What follows belongs to an exercise in optimizing a design on an open flow for small area, a short achievable clock period and few clock cycles per item; a production flow would make more cautious choices.
The RTL was checked by simulation tests, not by an equivalence proof against the original design.

==> flow/design.v <==
`timescale 1ns / 1ps
module hash (
    input  logic         clk,
    input  logic         rst_n,
    input  logic         rx_valid,
    input  logic [7:0]   rx_data,
    output logic         hash_done,
    output logic [255:0] fin_hash
);
  localparam logic [31:0] IV0 = 32'h6a09e667, IV1 = 32'hbb67ae85,
                          IV2 = 32'h3c6ef372, IV3 = 32'ha54ff53a,
                          IV4 = 32'h510e527f, IV5 = 32'h9b05688c,
                          IV6 = 32'h1f83d9ab, IV7 = 32'h5be0cd19;
  logic       recv;       
  logic       gen;        
  logic [5:0] cnt;        
  logic [5:0] w;          
  logic       wf;         
  logic       done;
  logic       fresh;      
  logic in_byte, in_term, wr, term, put, newword, shift, start, last;
  assign in_byte = rx_valid && (rx_data != 8'h0d);
  assign in_term = rx_valid && (rx_data == 8'h0d);
  assign wr      = in_byte && !gen;           
  assign term    = in_term && recv;           
  assign start   = in_byte && !recv && !gen;  
  assign put     = wr || term;                
  assign newword = (cnt[1:0] == 2'd0);
  assign last    = (w == 6'd63);
  logic r63, r62;                             
  assign shift   = (put && newword) || (gen && !last);
  always_ff @(posedge clk or negedge rst_n)
    if (!rst_n) begin
      recv <= 1'b0;
      gen  <= 1'b0;
      cnt  <= '0;
      w    <= '0;
      wf   <= 1'b0;
      done <= 1'b0;
      r63  <= 1'b0;
      r62  <= 1'b0;
      fresh <= 1'b1;
    end else begin
      fresh <= 1'b0;
      done <= wf && last;
      r63  <= gen && (w == 6'd62);
      r62  <= gen && (w == 6'd61);
      wf   <= 1'b0;
      if (gen) begin
        if (!last) begin
          w  <= w + 6'd1;
          wf <= 1'b1;
        end else begin
          gen <= 1'b0;
          cnt <= '0;
        end
      end else if (term) begin
        recv <= 1'b0;
        gen  <= 1'b1;
        w    <= cnt[5:2];
        wf   <= 1'b1;
      end else if (wr) begin
        recv <= 1'b1;
        cnt  <= cnt + 6'd1;
        w    <= cnt[5:2];
        wf   <= (cnt[1:0] == 2'd3);
      end
    end
  logic [31:0] W [0:15];
  logic [31:0] sched, genword;
  logic [31:0] w1s, w1c, w2s, w2c;
  logic [7:0]  pbyte;
  assign {w1c, w1s} = csa(W[9], W[0], ssig0(W[1]));
  assign {w2c, w2s} = csa(w1s, w1c, ssig1(W[14]));
  assign sched   = w2s + w2c;
  assign genword = (w[5:4] != 2'b00 || w[3:0] == 4'd15) ? sched :
                   (w[3:0] == 4'd14) ? {23'd0, cnt, 3'd0} : 32'd0;
  assign pbyte   = term ? 8'h80 : rx_data;
  always_ff @(posedge clk) begin
    if (shift)
      for (int i = 0; i < 15; i++) W[i] <= W[i+1];
    if (gen) begin
      if (!last) W[15] <= genword;
    end else if (put) begin
      for (int j = 0; j < 4; j++) begin
        if (cnt[1:0] == 2'(j))
          W[15][31-8*j -: 8] <= pbyte;
        else if (newword)
          W[15][31-8*j -: 8] <= 8'd0;
      end
    end
  end
  logic [31:0] hk, hnext;
  assign hnext = wf ? g : h;
  always_ff @(posedge clk) hk <= hnext + ROM(gen ? w + 6'd1 : cnt[5:2]);
  logic [31:0] a, b, c, d, e, f, g, h;
  logic [31:0] s1, chv, s0, mj, an, en;
  logic [31:0] p2s, p2c, b1s, b1c, a2s, a2c, a3s, a3c;
  logic [31:0] e1s, e1c, e2s, e2c, e3s, e3c;
  assign s1  = bsig1(e);
  assign chv = ch(e, f, g);
  assign s0  = bsig0(a);
  assign mj  = maj(a, b, c);
  assign {p2c, p2s} = csa(hk, W[15], mj);
  assign {b1c, b1s} = csa(s1, chv, s0);
  assign {a2c, a2s} = csa(p2s, p2c, b1s);
  assign {a3c, a3s} = csa(a2s, a2c, b1c);
  assign an = a3s + a3c;
  assign {e1c, e1s} = csa(hk, W[15], d);
  assign {e2c, e2s} = csa(e1s, e1c, s1);
  assign {e3c, e3s} = csa(e2s, e2c, chv);
  assign en = e3s + e3c;
  always_ff @(posedge clk) begin
    if (done || fresh) begin
      a <= IV0; b <= IV1; c <= IV2; d <= IV3;
      e <= IV4; f <= IV5; g <= IV6; h <= IV7;
    end else if (wf) begin
      a <= an;
      b <= a + (r63 ? IV1 : 32'd0);
      c <= b + (r63 ? IV2 : 32'd0);
      d <= c + (r63 ? IV3 : r62 ? IV4 - IV0 : 32'd0);
      e <= en;
      f <= e + (r63 ? IV5 : 32'd0);
      g <= f + (r63 ? IV6 : 32'd0);
      h <= g + (r63 ? IV7 : 32'd0);
    end
  end
  assign hash_done = done;
  assign fin_hash  = {a, b, c, d, e, f, g, h};
  function automatic logic [63:0] csa(input logic [31:0] x, y, z);
    csa = {((x & y) | (x & z) | (y & z)) << 1, x ^ y ^ z};
  endfunction
  function automatic logic [31:0] rotr(input logic [31:0] x, input int n);
    rotr = (x >> n) | (x << (32 - n));
  endfunction
  function automatic logic [31:0] bsig0(input logic [31:0] x);
    bsig0 = rotr(x, 2) ^ rotr(x, 13) ^ rotr(x, 22);
  endfunction
  function automatic logic [31:0] bsig1(input logic [31:0] x);
    bsig1 = rotr(x, 6) ^ rotr(x, 11) ^ rotr(x, 25);
  endfunction
  function automatic logic [31:0] ssig0(input logic [31:0] x);
    ssig0 = rotr(x, 7) ^ rotr(x, 18) ^ (x >> 3);
  endfunction
  function automatic logic [31:0] ssig1(input logic [31:0] x);
    ssig1 = rotr(x, 17) ^ rotr(x, 19) ^ (x >> 10);
  endfunction
  function automatic logic [31:0] ch(input logic [31:0] x, y, z);
    ch = (x & y) ^ (~x & z);
  endfunction
  function automatic logic [31:0] maj(input logic [31:0] x, y, z);
    maj = (x & y) ^ (x & z) ^ (y & z);
  endfunction
  function automatic logic [31:0] ROM(input logic [5:0] idx);
    case (idx)
      6'd0: ROM = 32'h428a2f98;
      6'd1: ROM = 32'h71374491;
      6'd2: ROM = 32'hb5c0fbcf;
      6'd3: ROM = 32'he9b5dba5;
      6'd4: ROM = 32'h3956c25b;
      6'd5: ROM = 32'h59f111f1;
      6'd6: ROM = 32'h923f82a4;
      6'd7: ROM = 32'hab1c5ed5;
      6'd8: ROM = 32'hd807aa98;
      6'd9: ROM = 32'h12835b01;
      6'd10: ROM = 32'h243185be;
      6'd11: ROM = 32'h550c7dc3;
      6'd12: ROM = 32'h72be5d74;
      6'd13: ROM = 32'h80deb1fe;
      6'd14: ROM = 32'h9bdc06a7;
      6'd15: ROM = 32'hc19bf174;
      6'd16: ROM = 32'he49b69c1;
      6'd17: ROM = 32'hefbe4786;
      6'd18: ROM = 32'h0fc19dc6;
      6'd19: ROM = 32'h240ca1cc;
      6'd20: ROM = 32'h2de92c6f;
      6'd21: ROM = 32'h4a7484aa;
      6'd22: ROM = 32'h5cb0a9dc;
      6'd23: ROM = 32'h76f988da;
      6'd24: ROM = 32'h983e5152;
      6'd25: ROM = 32'ha831c66d;
      6'd26: ROM = 32'hb00327c8;
      6'd27: ROM = 32'hbf597fc7;
      6'd28: ROM = 32'hc6e00bf3;
      6'd29: ROM = 32'hd5a79147;
      6'd30: ROM = 32'h06ca6351;
      6'd31: ROM = 32'h14292967;
      6'd32: ROM = 32'h27b70a85;
      6'd33: ROM = 32'h2e1b2138;
      6'd34: ROM = 32'h4d2c6dfc;
      6'd35: ROM = 32'h53380d13;
      6'd36: ROM = 32'h650a7354;
      6'd37: ROM = 32'h766a0abb;
      6'd38: ROM = 32'h81c2c92e;
      6'd39: ROM = 32'h92722c85;
      6'd40: ROM = 32'ha2bfe8a1;
      6'd41: ROM = 32'ha81a664b;
      6'd42: ROM = 32'hc24b8b70;
      6'd43: ROM = 32'hc76c51a3;
      6'd44: ROM = 32'hd192e819;
      6'd45: ROM = 32'hd6990624;
      6'd46: ROM = 32'hf40e3585;
      6'd47: ROM = 32'h106aa070;
      6'd48: ROM = 32'h19a4c116;
      6'd49: ROM = 32'h1e376c08;
      6'd50: ROM = 32'h2748774c;
      6'd51: ROM = 32'h34b0bcb5;
      6'd52: ROM = 32'h391c0cb3;
      6'd53: ROM = 32'h4ed8aa4a;
      6'd54: ROM = 32'h5b9cca4f;
      6'd55: ROM = 32'h682e6ff3;
      6'd56: ROM = 32'h748f82ee;
      6'd57: ROM = 32'h78a5636f;
      6'd58: ROM = 32'h84c87814;
      6'd59: ROM = 32'h8cc70208;
      6'd60: ROM = 32'h90befffa;
      6'd61: ROM = 32'ha4506ceb;
      6'd62: ROM = 32'hbef9a3f7;
      6'd63: ROM = 32'hc67178f2 + 32'h6a09e667;  
      default: ROM = 32'h0;
    endcase
  endfunction
endmodule
==> flow/config.mk <==
export PLATFORM = sky130hd
export DESIGN_NAME = hash
export DESIGN_NICKNAME = hash
export VERILOG_FILES = /design/flow/design.v
export SDC_FILE = /design/flow/constraint.sdc
export NUM_CORES = 4
export LEC_CHECK = 0
export CAP_MARGIN = 20
export CORE_MARGIN = 2
export CORE_UTILIZATION = 60
export CTS_BUF_LIST = sky130_fd_sc_hd__clkbuf_16
export CTS_CLUSTER_DIAMETER = 80
export CTS_CLUSTER_SIZE = 20
export PLACE_DENSITY = 0.72
export SLEW_MARGIN = 20
export TNS_END_PERCENT = 5
==> flow/constraint.sdc <==
create_clock -name core_clock -period 11.0 [get_ports {clk}]
set_input_delay 2.2000 -clock core_clock [delete_from_list [all_inputs] [get_ports {clk}]]
set_output_delay 2.2000 -clock core_clock [all_outputs]
set_load 0.01 [all_outputs]
standard.sh (not shown) runs the stock make flow with config.mk's settings and CLKGATE_MAP_FILE= SYNTH_SCRIPT=/design/flow/synth_recipe.tcl, a recipe that flattens the netlist after the stock synthesis.
==> flow/flow/run.sh <==
#!/bin/bash
# Standard ORFS layout, with setup repair aimed below the clock period and
# small port buffers.
set -euo pipefail
bash standard.sh SETUP_SLACK_MARGIN=6.0 'BUFFER_PORTS_ARGS=-buffer_cell sky130_fd_sc_hd__buf_1' finish > orfs_flow.log 2>&1
The baseline finished clean.
Testbench counts at the start, summed over its fixed seeds: cycles 16,640, items 192.
Next try:
--- a/flow/design.v
+++ b/flow/design.v
@@ -91,10 +91,9 @@
     end
   end
-  logic [31:0] hk, hnext;
-  assign hnext = wf ? g : h;
-  always_ff @(posedge clk) hk <= hnext + ROM(gen ? w + 6'd1 : cnt[5:2]);
+  logic [31:0] k;
+  always_ff @(posedge clk) k <= ROM(gen ? w + 6'd1 : cnt[5:2]);
   logic [31:0] a, b, c, d, e, f, g, h;
   logic [31:0] s1, chv, s0, mj, an, en;
-  logic [31:0] p2s, p2c, b1s, b1c, a2s, a2c, a3s, a3c;
+  logic [31:0] p1s, p1c, p2s, p2c, b1s, b1c, a2s, a2c, a3s, a3c;
   logic [31:0] e1s, e1c, e2s, e2c, e3s, e3c;
   assign s1  = bsig1(e);
@@ -102,10 +101,11 @@
   assign s0  = bsig0(a);
   assign mj  = maj(a, b, c);
-  assign {p2c, p2s} = csa(hk, W[15], mj);
+  assign {p1c, p1s} = csa(h, k, W[15]);
+  assign {p2c, p2s} = csa(p1s, p1c, mj);
   assign {b1c, b1s} = csa(s1, chv, s0);
   assign {a2c, a2s} = csa(p2s, p2c, b1s);
   assign {a3c, a3s} = csa(a2s, a2c, b1c);
   assign an = a3s + a3c;
-  assign {e1c, e1s} = csa(hk, W[15], d);
+  assign {e1c, e1s} = csa(p1s, p1c, d);
   assign {e2c, e2s} = csa(e1s, e1c, s1);
   assign {e3c, e3s} = csa(e2s, e2c, chv);
Outcome: The new run produced a clean layout. Die area is lower by a few percent. Wire length is lower by a few percent. Synthesized area falls by a few percent. Final area shrinks by a few percent. Worst setup slack loses 0.12 ns. Non-clock buffer count is lower by 48. Sequential cell count does not change. Via count fell by a few percent. Global-route usage drops by 0.42 points. Core utilization shrinks by 0.69 points.
Testbench counts after the change, summed over its fixed seeds: cycles 16,640, items 192.

afterwards: timing with drivers on the ports:
How much do the figures lean on ideal ports? The routed layouts below were timed once more, with nothing changed but the port constraints.
Step 1: set_driving_cell puts a clkbuf_16 on clk and a buf_2 on each other input, an assumption about the parent block.
Step 2 adds t to the input delays and takes it off the output delays; t is the mean of the earliest and latest rising clock arrival at the registers after step 1. Input paths then give back, and output paths get back, about the clock's delay inside the block.
Three values: ideal ports, drivers, drivers and shift; two values: the first two.
| run | shift t [ns] | setup slack, ns | worst setup path after step 2 |
|---|---|---|---|
| the first run | 0.720 | 6.023 / 6.023 / 5.673 | input to register |
| the second run | 0.727 | 5.903 / 5.903 / 5.314 | input to register |
After both steps every run listed still meets setup and hold. The setup slack of the second run, which loses most, moves by 0.000 ns with the drivers and by -0.589 ns with both steps.
